Background: an optimization exercise with open tools, aiming at a short achievable clock period and few clock cycles. Do not read the settings as production practice. The RTL of this run was laid out without a check of its function. Power and IR drop assume default switching activity.

===== design.v =====
module riscv_core (
    input         clk,rst_n,
    input  [31:0] instr,  
    input  [31:0] ReadData,  
    output [31:0] PCF,  
    output        MemWriteM,     
    output [31:0] ALUResultM,  
    output [31:0] WriteDataM,  
    output [2:0]  funct3M
);
    reg  [31:0] pc_q;
    reg  [31:0] rf [1:31];
    reg         vE;
    reg         brE, jalrE, ldE, stE, wrE, cstE, predE, retE;
    reg  [4:0]  rdE;
    reg  [2:0]  f3E;
    reg  [31:0] rf1E, rf2E, immE, cnstE, altE;
    reg         aM1, aW1, aX1, aR1;            
    reg         bM1, bW1, bX1, bR1, bI1;       
    reg         sM2, sW2, sX2, sR2;            
    reg         opAdd, opSub, opSll, opSlt, opSltu, opXor, opSrl, opSra, opOr, opAnd;
    reg         memWM, ldM, wrM;
    reg  [4:0]  rdM;
    reg  [2:0]  f3M;
    reg  [31:0] resM, wdM;
    reg         wrW, wrX;
    reg  [4:0]  rdW, rdX;
    reg  [31:0] resW, resX;
    reg  [31:0] ras0, ras1, ras2, ras3;
    assign PCF        = pc_q;
    assign MemWriteM  = memWM;
    assign ALUResultM = resM;
    assign WriteDataM = wdM;
    assign funct3M    = f3M;
    wire [4:0]  op   = instr[6:2];
    wire [4:0]  rs1  = instr[19:15];
    wire [4:0]  rs2  = instr[24:20];
    wire [4:0]  rd   = instr[11:7];
    wire [2:0]  f3   = instr[14:12];
    wire        isLUI  = (op == 5'b01101);
    wire        isAUI  = (op == 5'b00101);
    wire        isJAL  = (op == 5'b11011);
    wire        isJALR = (op == 5'b11001);
    wire        isBR   = (op == 5'b11000);
    wire        isLD   = (op == 5'b00000);
    wire        isST   = (op == 5'b01000);
    wire        isOPI  = (op == 5'b00100);
    wire        isOP   = (op == 5'b01100);
    wire        use1 = isJALR | isBR | isLD | isST | isOPI | isOP;
    wire        use2 = isBR | isST | isOP;
    wire        wrD  = (isLUI | isAUI | isJAL | isJALR | isLD | isOPI | isOP) & (rd != 5'd0);
    wire [31:0] immI = {{20{instr[31]}}, instr[31:20]};
    wire [31:0] immS = {{20{instr[31]}}, instr[31:25], instr[11:7]};
    wire [31:0] immB = {{20{instr[31]}}, instr[7], instr[30:25], instr[11:8], 1'b0};
    wire [31:0] immJ = {{12{instr[31]}}, instr[19:12], instr[20], instr[30:21], 1'b0};
    wire [31:0] immU = {instr[31:12], 12'b0};
    wire [31:0] pc4  = pc_q + 32'd4;
    wire [31:0] tJ   = pc_q + immJ;
    wire [31:0] tB   = pc_q + immB;
    wire [31:0] tU   = pc_q + immU;
    wire        rs1link = (rs1 == 5'd1) | (rs1 == 5'd5);
    wire        rdlink  = (rd  == 5'd1) | (rd  == 5'd5);
    wire        push    = (isJAL | isJALR) & rdlink;
    wire        pop     = isJALR & rs1link & ~rdlink;
    wire        ret     = pop & (instr[31:20] == 12'd0);
    wire        bback   = isBR & instr[31];
    wire [31:0] rd1 = (rs1 == 5'd0) ? 32'd0 : rf[rs1];
    wire [31:0] rd2 = (rs2 == 5'd0) ? 32'd0 : rf[rs2];
    wire        fE1 = vE & wrE & (rdE == rs1);
    wire        fM1 = wrM & (rdM == rs1);
    wire        fW1 = wrW & (rdW == rs1);
    wire        fE2 = vE & wrE & (rdE == rs2);
    wire        fM2 = wrM & (rdM == rs2);
    wire        fW2 = wrW & (rdW == rs2);
    wire        stall = vE & ldE & ((use1 & fE1) | (use2 & fE2));
    wire [31:0] A = ({32{aM1}} & resM) | ({32{aW1}} & resW) | ({32{aX1}} & resX) | ({32{aR1}} & rf1E);
    wire [31:0] B = ({32{bM1}} & resM) | ({32{bW1}} & resW) | ({32{bX1}} & resX) | ({32{bR1}} & rf2E)
                  | ({32{bI1}} & immE);
    wire [31:0] S = ({32{sM2}} & resM) | ({32{sW2}} & resW) | ({32{sX2}} & resX) | ({32{sR2}} & rf2E);
    wire [31:0] sum  = A + (opSub ? ~B : B) + {31'd0, opSub};
    wire        lt   = $signed(A) < $signed(B);
    wire        ltu  = A < B;
    wire        eq   = (A == B);
    wire [31:0] shl  = A << B[4:0];
    wire [31:0] shr  = $signed({opSra & A[31], A}) >>> B[4:0];
    wire [31:0] res = ({32{opAdd | opSub}} & sum)
                    | ({32{opSll}} & shl)
                    | ({32{opSrl | opSra}} & shr)
                    | ({32{opSlt}} & {31'd0, lt})
                    | ({32{opSltu}} & {31'd0, ltu})
                    | ({32{opXor}} & (A ^ B))
                    | ({32{opOr}} & (A | B))
                    | ({32{opAnd}} & (A & B))
                    | ({32{cstE}} & cnstE);
    wire        cmp    = f3E[2] ? (f3E[1] ? ltu : lt) : eq;
    wire        taken  = cmp ^ f3E[0];
    wire        mispBr = brE & (taken ^ predE);
    wire        mispJr = jalrE & ~(retE & (A[31:1] == altE[31:1]));
    wire        redir  = vE & (mispBr | mispJr);
    wire [31:0] redirPC = jalrE ? {sum[31:1], 1'b0} : altE;
    wire        acc   = ~redir & ~stall;       
    wire        predT = isJAL | bback | ret;
    wire [31:0] predPC = isJAL ? tJ : (isBR ? tB : ras0);
    always @(posedge clk) begin
        if (!rst_n)
            pc_q <= 32'd0;
        else if (redir)
            pc_q <= redirPC;
        else if (!stall)
            pc_q <= predT ? predPC : pc4;
    end
    always @(posedge clk) begin
        if (!rst_n) begin
            ras0 <= 32'd0; ras1 <= 32'd0; ras2 <= 32'd0; ras3 <= 32'd0;
        end else if (acc & push) begin
            ras0 <= pc4; ras1 <= ras0; ras2 <= ras1; ras3 <= ras2;
        end else if (acc & pop) begin
            ras0 <= ras1; ras1 <= ras2; ras2 <= ras3;
        end
    end
    always @(posedge clk) begin
        if (!rst_n)
            vE <= 1'b0;
        else
            vE <= acc;
        brE   <= isBR;
        jalrE <= isJALR;
        ldE   <= isLD;
        stE   <= isST;
        wrE   <= wrD;
        cstE  <= isLUI | isAUI | isJAL | isJALR;
        predE <= bback;
        retE  <= ret;
        rdE   <= rd;
        f3E   <= f3;
        rf1E  <= rd1;
        rf2E  <= rd2;
        immE  <= isST ? immS : immI;
        cnstE <= isLUI ? immU : (isAUI ? tU : pc4);
        altE  <= ret ? ras0 : (instr[31] ? pc4 : tB);
        aM1 <= fE1;
        aW1 <= ~fE1 & fM1;
        aX1 <= ~fE1 & ~fM1 & fW1;
        aR1 <= ~fE1 & ~fM1 & ~fW1;
        bI1 <= ~(isOP | isBR);
        bM1 <= (isOP | isBR) & fE2;
        bW1 <= (isOP | isBR) & ~fE2 & fM2;
        bX1 <= (isOP | isBR) & ~fE2 & ~fM2 & fW2;
        bR1 <= (isOP | isBR) & ~fE2 & ~fM2 & ~fW2;
        sM2 <= fE2;
        sW2 <= ~fE2 & fM2;
        sX2 <= ~fE2 & ~fM2 & fW2;
        sR2 <= ~fE2 & ~fM2 & ~fW2;
        opAdd  <= isLD | isST | ((isOP | isOPI) & (f3 == 3'b000) & ~(isOP & instr[30]));
        opSub  <= isOP & (f3 == 3'b000) & instr[30];
        opSll  <= (isOP | isOPI) & (f3 == 3'b001);
        opSlt  <= (isOP | isOPI) & (f3 == 3'b010);
        opSltu <= (isOP | isOPI) & (f3 == 3'b011);
        opXor  <= (isOP | isOPI) & (f3 == 3'b100);
        opSrl  <= (isOP | isOPI) & (f3 == 3'b101) & ~instr[30];
        opSra  <= (isOP | isOPI) & (f3 == 3'b101) & instr[30];
        opOr   <= (isOP | isOPI) & (f3 == 3'b110);
        opAnd  <= (isOP | isOPI) & (f3 == 3'b111);
    end
    always @(posedge clk) begin
        if (!rst_n) begin
            memWM <= 1'b0;
            wrM   <= 1'b0;
        end else begin
            memWM <= vE & stE;
            wrM   <= vE & wrE;
        end
        ldM  <= ldE;
        rdM  <= rdE;
        f3M  <= f3E;
        resM <= res;
        wdM  <= S;
    end
    always @(posedge clk) begin
        if (!rst_n) begin
            wrW <= 1'b0;
            wrX <= 1'b0;
        end else begin
            wrW <= wrM;
            wrX <= wrW;
        end
        rdW  <= rdM;
        resW <= ldM ? ReadData : resM;
        rdX  <= rdW;
        resX <= resW;
    end
    always @(posedge clk) begin
        if (wrW)
            rf[rdW] <= resW;
    end
endmodule

===== run.sh =====
#!/bin/bash
# synth_recipe.tcl (not shown) runs the flow's synth.tcl, then flattens the netlist and writes it again
# the make line also repeats each setting of config.mk as NAME=value (left out here)
make -C /OpenROAD-flow-scripts/flow DESIGN_CONFIG=/design/flow/config.mk WORK_HOME=/design/flow/orfs CLKGATE_MAP_FILE= SYNTH_SCRIPT=/design/flow/synth_recipe.tcl finish

===== config.mk =====
export PLATFORM = sky130hd
export DESIGN_NAME = riscv_core
export DESIGN_NICKNAME = riscv_core
export VERILOG_FILES = /design/flow/design.v
export SDC_FILE = /design/flow/constraint.sdc
export NUM_CORES = 4
export LEC_CHECK = 0
export ABC_CLOCK_PERIOD_IN_PS = 3000
export CAP_MARGIN = 20
export CORE_MARGIN = 2
export CORE_UTILIZATION = 40
export SETUP_SLACK_MARGIN = 5
export SLEW_MARGIN = 20
export TNS_END_PERCENT = 100

===== constraint.sdc =====
create_clock -name core_clock -period 10.0 [get_ports {clk}]
set_input_delay 2.0000 -clock core_clock [delete_from_list [all_inputs] [get_ports {clk}]]
set_output_delay 2.0000 -clock core_clock [all_outputs]
set_load 0.01 [all_outputs]

==> run notes <==
synth_stat cells, drive strengths merged (18+ instances only):
library cell / n / area (um^2)
o211ai: 54 / 405
mux4: 576 / 13000
inv: 161 / 604
edfxtp: 992 / 29800
nand2: 469 / 1760
a21oi: 373 / 1870
and3: 29 / 181
mux2i: 214 / 2140
nor2b: 18 / 113
nand3: 93 / 465
nor4: 23 / 144
a22oi: 262 / 1970
buf: 131 / 536
o21ai: 249 / 1250
a21boi: 21 / 158
xor2: 89 / 780
a221oi: 31 / 289
ha: 182 / 2280
nand2b: 21 / 131
a31oi: 28 / 175
clkbuf: 289 / 1080
a21o: 47 / 353
o21a: 27 / 203
nor2: 400 / 1500
mux2: 51 / 574
a222oi: 43 / 430
a211oi: 56 / 433
dfxtp: 485 / 9710
nor3: 56 / 280
xnor2: 85 / 744
worst max path at each step:
stage | from | endpoint | slack [ns] | cells after the start
2_1_floorplan | instr[22] | pc_q[29]$_SDFFE_PN0P_ | 5.02 | 16
3_3_place_gp | resW[31]$_DFF_P_ | ras0[12]$_SDFFE_PN0P_ | 2.49 | 15
3_5_place_dp | resW[31]$_DFF_P_ | ras2[9]$_SDFFE_PN0P_ | 2.47 | 17
4_1_cts | instr[20] | rf2E[16]$_SDFF_PN0_ | 4.78 | 8
5_1_grt | instr[7] | pc_q[28]$_SDFFE_PN0P_ | 4.81 | 16
6_report | instr[7] | pc_q[28]$_SDFFE_PN0P_ | 4.86 | 16
critical path, cell delays in order:
cell             delay (ns)
clkdlybuf4s50_1        0.70
ha_1                   0.53
a21o_1                 0.19
a21oi_1                0.18
nand2_1                0.09
a41oi_2                0.24
o41ai_4                0.11
buf_4                  0.17
o41ai_4                0.33
buf_6                  0.22
buf_4                  0.12
mux2i_1                0.18
o221a_2                0.20
o21ai_0                0.10
a22oi_1                0.31
o22ai_1                0.13
metal layers:
| metal | share of wire (%) | GRT usage (%) | vias up |
|---|---|---|---|
| met3 | 8.0 | 4.90 | 684 |
| met5 | 0.0091 | 0 | - |
| met2 | 47 | 46.1 | 2973 |
| met1 | 38 | 36.5 | 27900 |
| li1 | - | - | 23100 |
| met4 | 7.6 | 18.7 | 4 |
placed cells by master (no fill, tap or decap), drive strengths merged, types with 29 or more instances in the layout:
master / netlist / layout
edfxtp: 992 / 992
mux4: 576 / 576
dfxtp: 485 / 485
nand2: 469 / 469
nor2: 400 / 400
a21oi: 373 / 373
a22oi: 262 / 262
o21ai: 249 / 249
clkbuf: 289 / 215
mux2i: 214 / 214
buf: 131 / 210
ha: 182 / 182
inv: 161 / 165
clkdlybuf4s50: 0 / 139
nand3: 93 / 93
xor2: 89 / 89
xnor2: 85 / 85
clkinv: 2 / 66
nor3: 56 / 56
a211oi: 56 / 56
o211ai: 54 / 54
mux2: 51 / 51
a21o: 47 / 47
a222oi: 43 / 43
a221oi: 31 / 31
and3: 29 / 29
metrics by stage:
stage / cells / instance area (um^2)
2_1_floorplan: 5831 / 75700
3_3_place_gp: 8220 / 80200
3_5_place_dp: 8221 / 80200
4_1_cts: 8529 / 86300
5_1_grt: 8571 / 87200
6_report: 8573 / 87200
cell families after synthesis:
family,Yosys count,share of synthesized area (%)
DFF,1477,52.3
AOI/OAI and AO/OA,1352,11.8
and+or+nand+nor,1218,7.10
muxes,841,20.8
buffers and inverters,583,2.95
adders and majority gates,186,3.12
xor gates and xnor gates,174,2.02
power by group through the flow:
stage               clock network, mW  registers [mW]  logic, mW
floorplan                           0            6.93       1.27
global placement                    0            6.98       2.18
detailed placement                  0            6.98       2.18
CTS                              6.05            6.85       2.25
global route                     6.29            6.86       2.46
finish                           5.98            6.86       2.34
what timing repair did:
action	in CTS	in global routing
setup endpoints to repair	223	171
gates resized for setup	186	108
setup buffers	15	33
hold buffers	0	0
pin swaps	14	17
cloned	3	7
area by class of cell:
class / instances / area (um^2)
Clock buffer: 203 / 4270
Fill cell: 16700 / 101000
Inverter: 163 / 636
Multi-Input combinational cell: 3773 / 35000
Clock inverter: 87 / 1020
Timing Repair Buffer: 371 / 3620
Tap cell: 2495 / 3120
Sequential cell: 1477 / 39500
Antenna cell: 4 / 10.0
==> run notes <==
vias in the first global route=53100; I/O Pins=166; Worst Setup Start Kind=primary input; ys flop type=edfxtp_1; drt pass-1 iters=26; Antenna Nets Post-Route=0; register share of total power=45.2%; GRT overflow=0; Worst-Margin Slew=1.12 ns; TritonCTS clock tree=built; fin nets=6197; cell area after synthesis=75600 um^2; Post-synth ARST share=0%; hold_sp=ldE$_DFF_P_; Tmin final=5.14 ns; pre-CTS setup slack=~2.5 ns; remaining design rule violation count=0; Pleak=30.5 nW; WL final=roughly 280000 um; die height=439 um; Final Max Tran Viols=0; setup_tns=0 ns; Max Clock Skew=0.0575 ns; via count=around 55000; switching power total=4.28 mW; CP endpoint kind=flip-flop; EDFF count, synth=about 990; Arr. time, crit path=just under 6 ns; Max Cap Violations=0; Routability Congestion=1.03; P per Cell Area=174 nW/um^2; largest fanout on the critical path=6; WS Path Type=in -> reg; # rows=159; area delta synth->final=15.3%; antenna violations before repair=11; mean post-synth cell area=13.0 um^2; Hold WC Path Type=reg -> reg; Design Power=about 15 mW; drt wl/cell=33.2 um; slew margin rel.=25.2%; setup violators final=0; first-pass GRT wire length=398000 um; Post-Syn Instances=5831; Via density=6.37; CTS sink count=1477; worst hold slack=0.357 ns; RR Startpoint=aW1$_DFF_P_; CTS Root Cell=clkbuf_16; Final Cycle Share=between 50% and 60%; largest net degree at the start of global routing=133; Final Hold Viols=0; die width=roughly 440 um; run status=timing/DRC/antenna clean; Overall Global Routing Usage=28.9%; WHS Endpoint=ldM$_DFF_P_; Worst-path clk slew=0.07 ns; worst-skew pair later-pin latency=0.85 ns; layout cells sized above 1=between 20% and 30%; port buffer count=163; final core utilization=between 40% and 50%; detailed-placement wirelength estimate=187000 um; Seq/Total Area, Yosys=52.3%; Initial Utilization=about two fifths; R2R setup slack=between 4 and 5 ns; RSZ-0062 raised after global routing=yes; CTS buffer count=between 150 and 200; die area=192000 um^2; htree depth=4; Iteration-0 DRC Markers=slightly below 7000; Max Freq=194 MHz; Logic pwr share=15.4%; clock power share=39.4%; Seq cells post-synth=1477; largest reg by FF count=rf; sw frac=around 28%; YS warnings=1; Setup WS post-layout=4.86 ns; r2r endpoint=ras2[13]$_SDFFE_PN0P_; max reg flops=992; post-synth cell types=82; Worst Path Required=10.66 ns; Int Pwr=10.9 mW; peak supply drop=182 uV; Hold Path Stages=0; worst-case clock buffer depth=3; syn_nets=6083; core area=about 190000 um^2; R2R cell count=20

==> separate check: timing with driven ports <==
Ports are ideal in the flow. The routed layout listed here was re-timed in OpenROAD.
Step 1 (the two cells are an assumption about what drives the block):
set clk [get_ports {clk}]
set_driving_cell -lib_cell sky130_fd_sc_hd__clkbuf_16 $clk
set_driving_cell -lib_cell sky130_fd_sc_hd__buf_2 [delete_from_list [all_inputs] $clk]
Step 2 moves the port delays by t, midway between the first and last clock arrival at a register: inputs arrive t later, outputs are due t later. That takes back most of the time a late clock gives input paths.
Slacks: no drivers / after step 1 / after step 2; pairs: no drivers / after step 1.
t, ns: 0.901
setup slack, ns: 4.857 / 4.916 / 4.015
latest minus earliest clock arrival (ns): 0.065 / 0.065
worst slew at a driven data input, ns: 0.11
cell pins on the clock port's net: 1
After both steps setup and hold are still met in this run. The setup slack of this run moves by +0.059 ns with the drivers and by -0.842 ns with both steps.
